What follows belongs to an exercise in optimizing a design on an open flow for small area; a production flow would make more cautious choices.
Only simulation tests tie the RTL to the original design; equivalence was not proved.
Power figures rest on the tool's default switching activity, not on a simulated workload.

## try-yarrow
// top
module top(
  input clk,
  input rst,
  input ftdi_rx,
  input trigger_in,
  input gpio_in1,
  input gpio_in2,
  output gpio_out,
  output ftdi_tx,
  output led0_g,
  output led0_r,
  output led0_b,
  output led2_g,
  output led2_r,
  output led2_b,
  output led_blink,
  output led5_debug,
  output led6_debug,
  output debug_io0_14_p30,
  output led_glitch_out,
  output wire glitch_out,
  output invert_glitch_out,
  output wire reset_out
    );
export LEC_CHECK = 0
export CAP_MARGIN = 10
export CORE_MARGIN = 2
export CORE_UTILIZATION = 65
export CTS_BUF_LIST = sky130_fd_sc_hd__clkbuf_4
export CTS_CLUSTER_DIAMETER = 30
export CTS_CLUSTER_SIZE = 8
export SLEW_MARGIN = 10
create_clock -name core_clock -period 10.0 [get_ports {clk}]
run.sh (not shown) runs the stock make flow with config.mk's settings and CLKGATE_MAP_FILE= SYNTH_SCRIPT=/design/flow/synth_recipe.tcl, a recipe that flattens the netlist after the stock synthesis.
try-yarrow completed; timing, DRC and antenna clean
The following lists how try-violet was set up differently from try-yarrow:
# try-yarrow
export LEC_CHECK = 0
export CAP_MARGIN = 10
export CORE_MARGIN = 2
export CORE_UTILIZATION = 65
export CTS_BUF_LIST = sky130_fd_sc_hd__clkbuf_4
export CTS_CLUSTER_DIAMETER = 30
export CTS_CLUSTER_SIZE = 8
export SLEW_MARGIN = 10
create_clock -name core_clock -period 10.0 [get_ports {clk}]
# try-violet
export LEC_CHECK = 0
export CAP_MARGIN = 10
export CORE_MARGIN = 2
export CORE_UTILIZATION = 65
export CTS_BUF_LIST = sky130_fd_sc_hd__clkbuf_16
export CTS_CLUSTER_DIAMETER = 60
export CTS_CLUSTER_SIZE = 30
export SLEW_MARGIN = 10
create_clock -name core_clock -period 10.0 [get_ports {clk}]
==> comparison <==
Compared with try-yarrow, try-violet shows a final worst setup slack that is 210 ps lower.
Against try-yarrow, count of clock-buffer cells in the layout in try-violet fell by more than half.
Between try-violet and try-yarrow, normalized max-slew margin is higher for try-violet, try-yarrow comes in under that.
Cmp try-violet and try-yarrow / total number of nets in the final design / lower: try-violet
The data-path buffer share of cell area in the final layout was comparable across try-violet and try-yarrow.
try-violet vs. try-yarrow: iteration count of the initial detailed-routing pass grew by 1; worst hold slack held steady.
For try-maple, these inputs were changed with respect to try-violet:
# try-violet
export LEC_CHECK = 0
export CAP_MARGIN = 10
export CORE_MARGIN = 2
export CORE_UTILIZATION = 65
export CTS_BUF_LIST = sky130_fd_sc_hd__clkbuf_16
export CTS_CLUSTER_DIAMETER = 60
export CTS_CLUSTER_SIZE = 30
export SLEW_MARGIN = 10
create_clock -name core_clock -period 10.0 [get_ports {clk}]
# try-maple
export LEC_CHECK = 0
export CAP_MARGIN = 10
export CORE_MARGIN = 2
export CORE_UTILIZATION = 78
export CTS_BUF_LIST = sky130_fd_sc_hd__clkbuf_8
export CTS_CLUSTER_DIAMETER = 50
export CTS_CLUSTER_SIZE = 16
export SLEW_MARGIN = 10
create_clock -name core_clock -period 10.0 [get_ports {clk}]
==> summary.txt <==
Between try-violet and try-maple, growth of design area from synthesis to finish is lower for try-maple, try-violet comes in above that.
Of the two candidates, try-violet has the worse worst hold slack and try-maple the better one.
For first-iteration DRC count, dividing the value from try-violet by the value from try-maple gives 0.880.
Comparing try-violet and try-maple, final cell utilization of the core is lower on try-violet.
On fmax: try-maple sits below try-violet.
Here is what was changed in the inputs of try-xenon compared with try-maple.
# try-maple
export LEC_CHECK = 0
export CAP_MARGIN = 10
export CORE_MARGIN = 2
export CORE_UTILIZATION = 78
export CTS_BUF_LIST = sky130_fd_sc_hd__clkbuf_8
export CTS_CLUSTER_DIAMETER = 50
export CTS_CLUSTER_SIZE = 16
export SLEW_MARGIN = 10
create_clock -name core_clock -period 10.0 [get_ports {clk}]
# try-xenon
export LEC_CHECK = 0
export CAP_MARGIN = 10
export CORE_MARGIN = 2
export CORE_UTILIZATION = 65
export CTS_BUF_LIST = sky130_fd_sc_hd__clkbuf_8
export CTS_CLUSTER_DIAMETER = 50
export CTS_CLUSTER_SIZE = 16
export SLEW_MARGIN = 10
create_clock -name core_clock -period 10.0 [get_ports {clk}]
==> flow/flow/run.sh (new file) <==
#!/bin/bash
# The standard layout, except that synthesis maps the logic with the ABC
# script in flow/abc_map.script (an area-leaning mapping) in place of
# ORFS's abc_speed.script. Everything else, registers included, is as the
# standard synthesis makes it. Logs: synth.log and layout.log here, and
# ORFS's own logs under orfs/logs.
set -euo pipefail
WORK=$PWD
rm -rf "$WORK/alt_scripts"
cp -r "$FLOW_HOME/scripts" "$WORK/alt_scripts"
cp "$WORK/flow/abc_map.script" "$WORK/alt_scripts/abc_speed.script"
bash "$WORK/standard.sh" SCRIPTS_DIR="$WORK/alt_scripts" synth > "$WORK/synth.log" 2>&1
bash "$WORK/standard.sh" > "$WORK/layout.log" 2>&1
==> flow/flow/abc_map.script (new file) <==
strash
ifraig
scorr
dc2
dretime
strash
&get -n
&dch -f
&nf
&put
strash
&get -n
&dch -f
&nf
&put
==> flow/standard.sh (new file) <==
#!/bin/bash
# synth_recipe.tcl (not shown) runs the flow's synth.tcl, then flattens the netlist and writes it again
# the make line also repeats each setting of config.mk as NAME=value (left out here)
make -C /OpenROAD-flow-scripts/flow DESIGN_CONFIG=/design/flow/config.mk WORK_HOME=/design/flow/orfs CLKGATE_MAP_FILE= SYNTH_SCRIPT=/design/flow/synth_recipe.tcl "${@:-finish}"
removed: flow/run.sh
--- outcome ---
Going from try-maple to try-xenon, share of final-layout standard cells stronger than drive strength 1 went up 1.7 points, combinational power went down about 4%, area growth from synthesis to layout went up 3.8 points, parity-gate share of the synthesized area counting xor and xnor cells went down 1.8 points, total number of clock tree sinks held.
Edits applied to the flow inputs when going from try-xenon to try-lagoon:
==> flow/run.sh (new file) <==
#!/bin/bash
# synth_recipe.tcl (not shown) runs the flow's synth.tcl, then flattens the netlist and writes it again
# the make line also repeats each setting of config.mk as NAME=value (left out here)
make -C /OpenROAD-flow-scripts/flow DESIGN_CONFIG=/design/flow/config.mk WORK_HOME=/design/flow/orfs CLKGATE_MAP_FILE= SYNTH_SCRIPT=/design/flow/synth_recipe.tcl finish
removed: flow/flow/run.sh
removed: flow/flow/abc_map.script
removed: flow/standard.sh
==> summary.txt <==
Sort try-xenon and try-lagoon by die area, descending, and try-lagoon comes first.
Looking at share of synthesized area spent on multiplexers, try-lagoon sits above try-xenon.
Total power consumption of the routed design down 23 µW in try-lagoon wrt try-xenon
For try-amber, these inputs were changed with respect to try-lagoon:
# try-lagoon
export LEC_CHECK = 0
export CAP_MARGIN = 10
export CORE_MARGIN = 2
export CORE_UTILIZATION = 65
export CTS_BUF_LIST = sky130_fd_sc_hd__clkbuf_8
export CTS_CLUSTER_DIAMETER = 50
export CTS_CLUSTER_SIZE = 16
export SLEW_MARGIN = 10
create_clock -name core_clock -period 10.0 [get_ports {clk}]
# try-amber
export LEC_CHECK = 0
export CAP_MARGIN = 10
export CORE_MARGIN = 2
export CORE_UTILIZATION = 86
export CTS_BUF_LIST = sky130_fd_sc_hd__clkbuf_8
export CTS_CLUSTER_DIAMETER = 50
export CTS_CLUSTER_SIZE = 16
export SLEW_MARGIN = 10
create_clock -name core_clock -period 10.0 [get_ports {clk}]
[summary]
- Clock-cell share of area sits lower in try-amber than in try-lagoon.
- Taking try-lagoon as the reference, in try-amber count of clock-buffer cells in the layout decreased about 5%; wire length of the first global-routing pass increased 10000 µm; buffering stage count on the worst path with inverters included increased 2.

-- what the ideal ports hide --
The results above use ideal ports. As a check the final layouts listed here were re-extracted and re-timed, cells and wires unchanged.
Step 1, drivers: a clkbuf_16 drives clk and a buf_2 each remaining input, both assumed.
Step 2 moves the port delays by t, midway between the first and last clock arrival at a register: inputs arrive t later, outputs are due t later. That takes back most of the time a late clock gives input paths.
Slacks: ideal ports / drivers / drivers and shift; pairs: ideal ports / drivers.
run | t, ns | slack for setup (ns) | worst setup path at the end | clock arrival spread, ns | worst data-port slew with drivers (ns)
try-yarrow | 0.751 | 0.831 / 0.853 / 0.102 | input to register | 0.064 / 0.064 | 0.03
try-violet | 0.570 | 0.624 / 0.650 / 0.081 | input to register | 0.017 / 0.017 | 0.03
try-maple | 0.605 | 0.530 / 0.539 / -0.048 | input to register | 0.036 / 0.036 | 0.03
try-xenon | 0.623 | 0.434 / 0.434 / 0.080 | input to register | 0.031 / 0.031 | 0.05
try-lagoon | 0.609 | 0.670 / 0.697 / 0.088 | input to register | 0.032 / 0.031 | 0.03
try-amber | 0.620 | 0.348 / 0.373 / -0.247 | input to register | 0.055 / 0.056 | 0.04
With both steps, setup timing fails in try-maple and try-amber, where it was met with ideal ports. The setup slack of try-yarrow, which loses most, moves by +0.022 ns with the drivers and by -0.729 ns with both steps.
